This design comes from an exercise in tuning for small area on the open sky130 flow, not from production work.
Only simulation tests tie the RTL to the original design; equivalence was not proved.
Power figures rest on the tool's default switching activity, not on a simulated workload.

// npu_core
module npu_core (
    input  wire                  start,
    input  wire [31:0]    kernel_baseaddr,
    input  wire [31:0]    feature_baseaddr,
    input  wire [31:0]    output_baseaddr,
    input  wire [31:0]    feature_width,
    input  wire [31:0]    feature_height,
    input  wire [31:0]    feature_chin,
    input  wire [31:0]    feature_chout,
    input  wire [31:0]    output_width,
    input  wire [31:0]    output_height,
    input  wire [7:0]            kernel_size,
    input  wire [7:0]            stride,
    input  wire                  has_bias,
    input  wire                  has_relu,
    input  wire                  conv_mode,
    output wire                  busy,
    output wire [14:0] fram_raddr,
    input  wire [31:0]      fram_rdata,
    output wire [14:0] fram_waddr,
    output wire [31:0]      fram_wdata,
    output wire                    fram_we,
    output wire [9:0]     kram_raddr,
    output wire                            kram_slot,
    input  wire [8*32-1:0]  kram_rdata,
    output wire                  compute_done,
    output wire                  exception,
    input  wire                  clk,
    input  wire                  rst_n
);
clock: 13.0 ns
lec_check: 0
cap_margin: 20
core_margin: 2
core_utilization: 40
cts_cluster_diameter: 60
cts_cluster_size: 40
place_density: 0.6
slew_margin: 20
synth_hierarchical: 1
standard.sh (not shown) runs the stock make flow with config.mk's settings and CLKGATE_MAP_FILE= SYNTH_SCRIPT=/design/flow/synth_recipe.tcl, a recipe that flattens the netlist after the stock synthesis.
==> flow/flow/run.sh <==
#!/bin/bash
# The standard layout (standard.sh: the standard flow's own ORFS run, standard synthesis
# included), with two changes made through ORFS's own variables:
# * the port buffers are the smallest buffer cell (every port still gets one);
# * the floorplan step drops synthesis buffers instead of upsizing cells on
#   unplaced timing.
# Each tool's output is in orfs/logs/; make's own output goes to standard.log.
export BUFFER_PORTS_ARGS="-buffer_cell sky130_fd_sc_hd__buf_1"
export REMOVE_ABC_BUFFERS=1
bash standard.sh > standard.log 2>&1
The first run went through all stages and came out clean.
==> next run, changes <==
CTS_CLUSTER_DIAMETER = 50   (was 60)
CTS_CLUSTER_SIZE = 50   (was 40)
Result:
- first-iteration DRC count falls by a few percent
- register-to-register slack is worse by 20 ps
- wire length barely changes
- sequential power hardly moves
==> next run, changes <==
CTS_CLUSTER_DIAMETER = 60   (was 50)
CTS_CLUSTER_SIZE = 30   (was 50)
Outcome: Count of clock-buffer cells in the layout went down by 20; fmax went up by 0.41%; final cell count hardly moves; hold slack gets worse by 27 ps; clock power went down by 7.8%; die area stays the same; final area went down by about 0.4%; non-clock buffer count stays the same.
==> next run, changes <==
CTS_CLUSTER_DIAMETER = 80   (was 60)
CTS_CLUSTER_SIZE = 35   (was 30)
Worst setup slack degrades by 18 ps.
Global-route usage stays flat.
Critical path depth stays the same.
Final cell count went down slightly.
Area after synthesis does not change.
Register-to-register slack hardly moves.
Sequential cell count does not change.
First-iteration DRC count went down slightly.
Final area went down slightly.

---

npu_core, a different RTL version from the one above (not shown whole).
Size in the first run: about 10,000 cells after synthesis, about 680 I/O pins, about 0.11 mm² of cells after synthesis.
clock: 13.0 ns
lec_check: 0
cap_margin: 20
core_margin: 2
core_utilization: 40
cts_cluster_diameter: 60
cts_cluster_size: 30
place_density: 0.6
slew_margin: 20
synth_hierarchical: 1
==> flow/flow/run.sh <==
#!/bin/bash
# The standard layout (standard.sh: the standard flow's own ORFS run), with two changes:
# the port buffers are the smallest buffer cell, and after global routing the
# resizer gives back drive strength that timing does not need.
export BUFFER_PORTS_ARGS="-buffer_cell sky130_fd_sc_hd__buf_1"
export RECOVER_POWER=100
bash standard.sh > standard.log 2>&1
The starting point produced a layout that fails on capacitance limit, slew limit.
Edit:
==> flow/run.sh (new file) <==
#!/bin/bash
# synth_recipe.tcl (not shown) runs the flow's synth.tcl, then flattens the netlist and writes it again
# the make line also repeats each setting of config.mk as NAME=value (left out here)
make -C /OpenROAD-flow-scripts/flow DESIGN_CONFIG=/design/flow/config.mk WORK_HOME=/design/flow/orfs CLKGATE_MAP_FILE= SYNTH_SCRIPT=/design/flow/synth_recipe.tcl finish
- CORE_UTILIZATION: 40 -> 55
- CTS_BUF_LIST: unset -> sky130_fd_sc_hd__clkbuf_4 sky130_fd_sc_hd__clkbuf_8
- CTS_CLUSTER_DIAMETER: 60 -> unset
- CTS_CLUSTER_SIZE: 30 -> unset
- PLACE_DENSITY: 0.6 -> 0.65
removed: flow/flow/run.sh
removed: flow/standard.sh
Effect:
- The changed run finished clean
- final cell count falls by 5.6%
- setup slack gains 0.58 ns
- total power barely changes
- wire length falls by 3.5%
- via count rises by 0.63%

---

== job 434 ==
npu_core with an RTL version that a note above also has.
For scale: roughly 110000 um2 of cells after synthesis.
Design npu_core, start of the top module:
module npu_core (
    input  wire                  start,
    input  wire [31:0]    kernel_baseaddr,
    input  wire [31:0]    feature_baseaddr,
    input  wire [31:0]    output_baseaddr,
    input  wire [31:0]    feature_width,
    input  wire [31:0]    feature_height,
    input  wire [31:0]    feature_chin,
    input  wire [31:0]    feature_chout,
    input  wire [31:0]    output_width,
    input  wire [31:0]    output_height,
    input  wire [7:0]            kernel_size,
    input  wire [7:0]            stride,
    input  wire                  has_bias,
    input  wire                  has_relu,
    input  wire                  conv_mode,
    output wire                  busy,
    output wire [14:0] fram_raddr,
    input  wire [31:0]      fram_rdata,
    output wire [14:0] fram_waddr,
    output wire [31:0]      fram_wdata,
    output wire                    fram_we,
    output wire [9:0]     kram_raddr,
    output wire                            kram_slot,
    input  wire [8*32-1:0]  kram_rdata,
    output wire                  compute_done,
    output wire                  exception,
    input  wire                  clk,
    input  wire                  rst_n
);
localparam IG_IDLE = 2'd0, IG_INIT = 2'd1, IG_EXEC = 2'd2, IG_DONE = 2'd3;
localparam D_IDLE = 3'd0, D_DECODE = 3'd1, D_MAC = 3'd2, D_BIAS = 3'd3,
           D_RELU = 3'd4, D_OUTPUT = 3'd5, D_FLUSH = 3'd6;
reg [1:0] ig_st;
reg [2:0] d_st;
wire start_acc = start & (ig_st == IG_IDLE);
wire ig_init   = (ig_st == IG_INIT);
wire d_idle    = (d_st == D_IDLE);
wire accept    = d_idle & (ig_st == IG_EXEC);
wire d_mac     = (d_st == D_MAC);
wire d_flush   = (d_st == D_FLUSH);
assign busy = (ig_st != IG_IDLE);
wire [3:0] kh_in = conv_mode ? kernel_size[3:0] : 4'd1;
wire [9:0] fwk_in, ey0_in;
wire       fwk_nb, ey0_nb;
sub_rc #(.W(10), .N(4)) u_fwk (.a(feature_width[9:0]),  .b(kernel_size[3:0]), .s(fwk_in), .nb(fwk_nb));
sub_rc #(.W(10), .N(4)) u_ey0 (.a(feature_height[9:0]), .b(kh_in),            .s(ey0_in), .nb(ey0_nb));
reg [3:0]  c_s, c_kw, c_kh;
reg [9:0]  c_fwk, c_kbase;
reg [10:0] c_chin;
reg        c_bias, c_relu, c_slot;
reg [3:0]  c_cl;                  
reg [14:0] c_choff;               
reg [14:0] c_dcm1;                
  ...
export LEC_CHECK = 0
export CAP_MARGIN = 10
export CORE_MARGIN = 2
export CORE_UTILIZATION = 40
export CTS_CLUSTER_DIAMETER = 80
export CTS_CLUSTER_SIZE = 35
export PLACE_DENSITY = 0.6
export SLEW_MARGIN = 10
export SYNTH_HIERARCHICAL = 1
create_clock -name core_clock -period 13.0 [get_ports {clk}]
==> flow/flow/run.sh <==
#!/bin/bash
# The standard layout (standard.sh: the standard flow's own ORFS run, standard synthesis
# included), with two changes made through ORFS's own variables:
# * the port buffers are the smallest buffer cell (every port still gets one);
# * the floorplan step drops synthesis buffers instead of upsizing cells on
#   unplaced timing.
# Each tool's output is in orfs/logs/; make's own output goes to standard.log.
export BUFFER_PORTS_ARGS="-buffer_cell sky130_fd_sc_hd__buf_1"
export REMOVE_ABC_BUFFERS=1
bash standard.sh > standard.log 2>&1
Job 434: all stages complete, timing, DRC and antenna checks passed
Relative to job 434, the following input files were edited for job 3530:
# job 434
export LEC_CHECK = 0
export CAP_MARGIN = 10
export CORE_MARGIN = 2
export CORE_UTILIZATION = 40
export CTS_CLUSTER_DIAMETER = 80
export CTS_CLUSTER_SIZE = 35
export PLACE_DENSITY = 0.6
export SLEW_MARGIN = 10
export SYNTH_HIERARCHICAL = 1
create_clock -name core_clock -period 13.0 [get_ports {clk}]
# job 3530
export LEC_CHECK = 0
export CAP_MARGIN = 0
export CORE_MARGIN = 2
export CORE_UTILIZATION = 40
export CTS_CLUSTER_DIAMETER = 80
export CTS_CLUSTER_SIZE = 35
export PLACE_DENSITY = 0.6
export SLEW_MARGIN = 0
export SYNTH_HIERARCHICAL = 1
create_clock -name core_clock -period 13.0 [get_ports {clk}]
### Flow results
Taking job 434 as the reference, in job 3530 global-route wire length before repair about even; worst slack after detailed placement about even; post-synthesis area per instance about even; worst setup slack about even.

[afterwards: timing with drivers on the ports]
The flow's constraints put no driver on any port. The routed layouts listed below were extracted and timed again, unchanged, in two steps. Step 1, drivers: a clkbuf_16 drives clk and a buf_2 each remaining input, both assumed. Step 2 adds t to the input delays and takes it off the output delays; t is the mean of the earliest and latest rising clock arrival at the registers after step 1. Input paths then give back, and output paths get back, about the clock's delay inside the block. Three values: ideal ports, drivers, drivers and shift; two values: the first two.
run	t, ns	slack for setup (ns)	worst hold slack (ns)	pins driven straight from the clock port
the first run of note 1	0.845	2.389 / 2.450 / 1.605	0.313 / 0.313 / 0.313	1
the second run of note 1	0.861	2.346 / 2.406 / 1.545	0.340 / 0.340 / 0.340	1
the third run of note 1	0.845	2.389 / 2.450 / 1.605	0.313 / 0.313 / 0.313	1
the fourth run of note 1	0.827	2.371 / 2.433 / 1.607	0.350 / 0.350 / 0.350	1
the first run of note 2	0.878	1.140 / 1.140 / 0.436	0.344 / 0.344 / 0.344	1
the second run of note 2	1.073	1.715 / 1.777 / 0.704	0.343 / 0.343 / 0.343	1
job 434	0.836	2.277 / 2.330 / 1.494	0.354 / 0.354 / 0.354	1
job 3530	0.836	2.277 / 2.330 / 1.494	0.354 / 0.354 / 0.354	1
The setup slack of the second run of note 2, which loses most, moves by +0.062 ns with the drivers and by -1.011 ns with both steps.
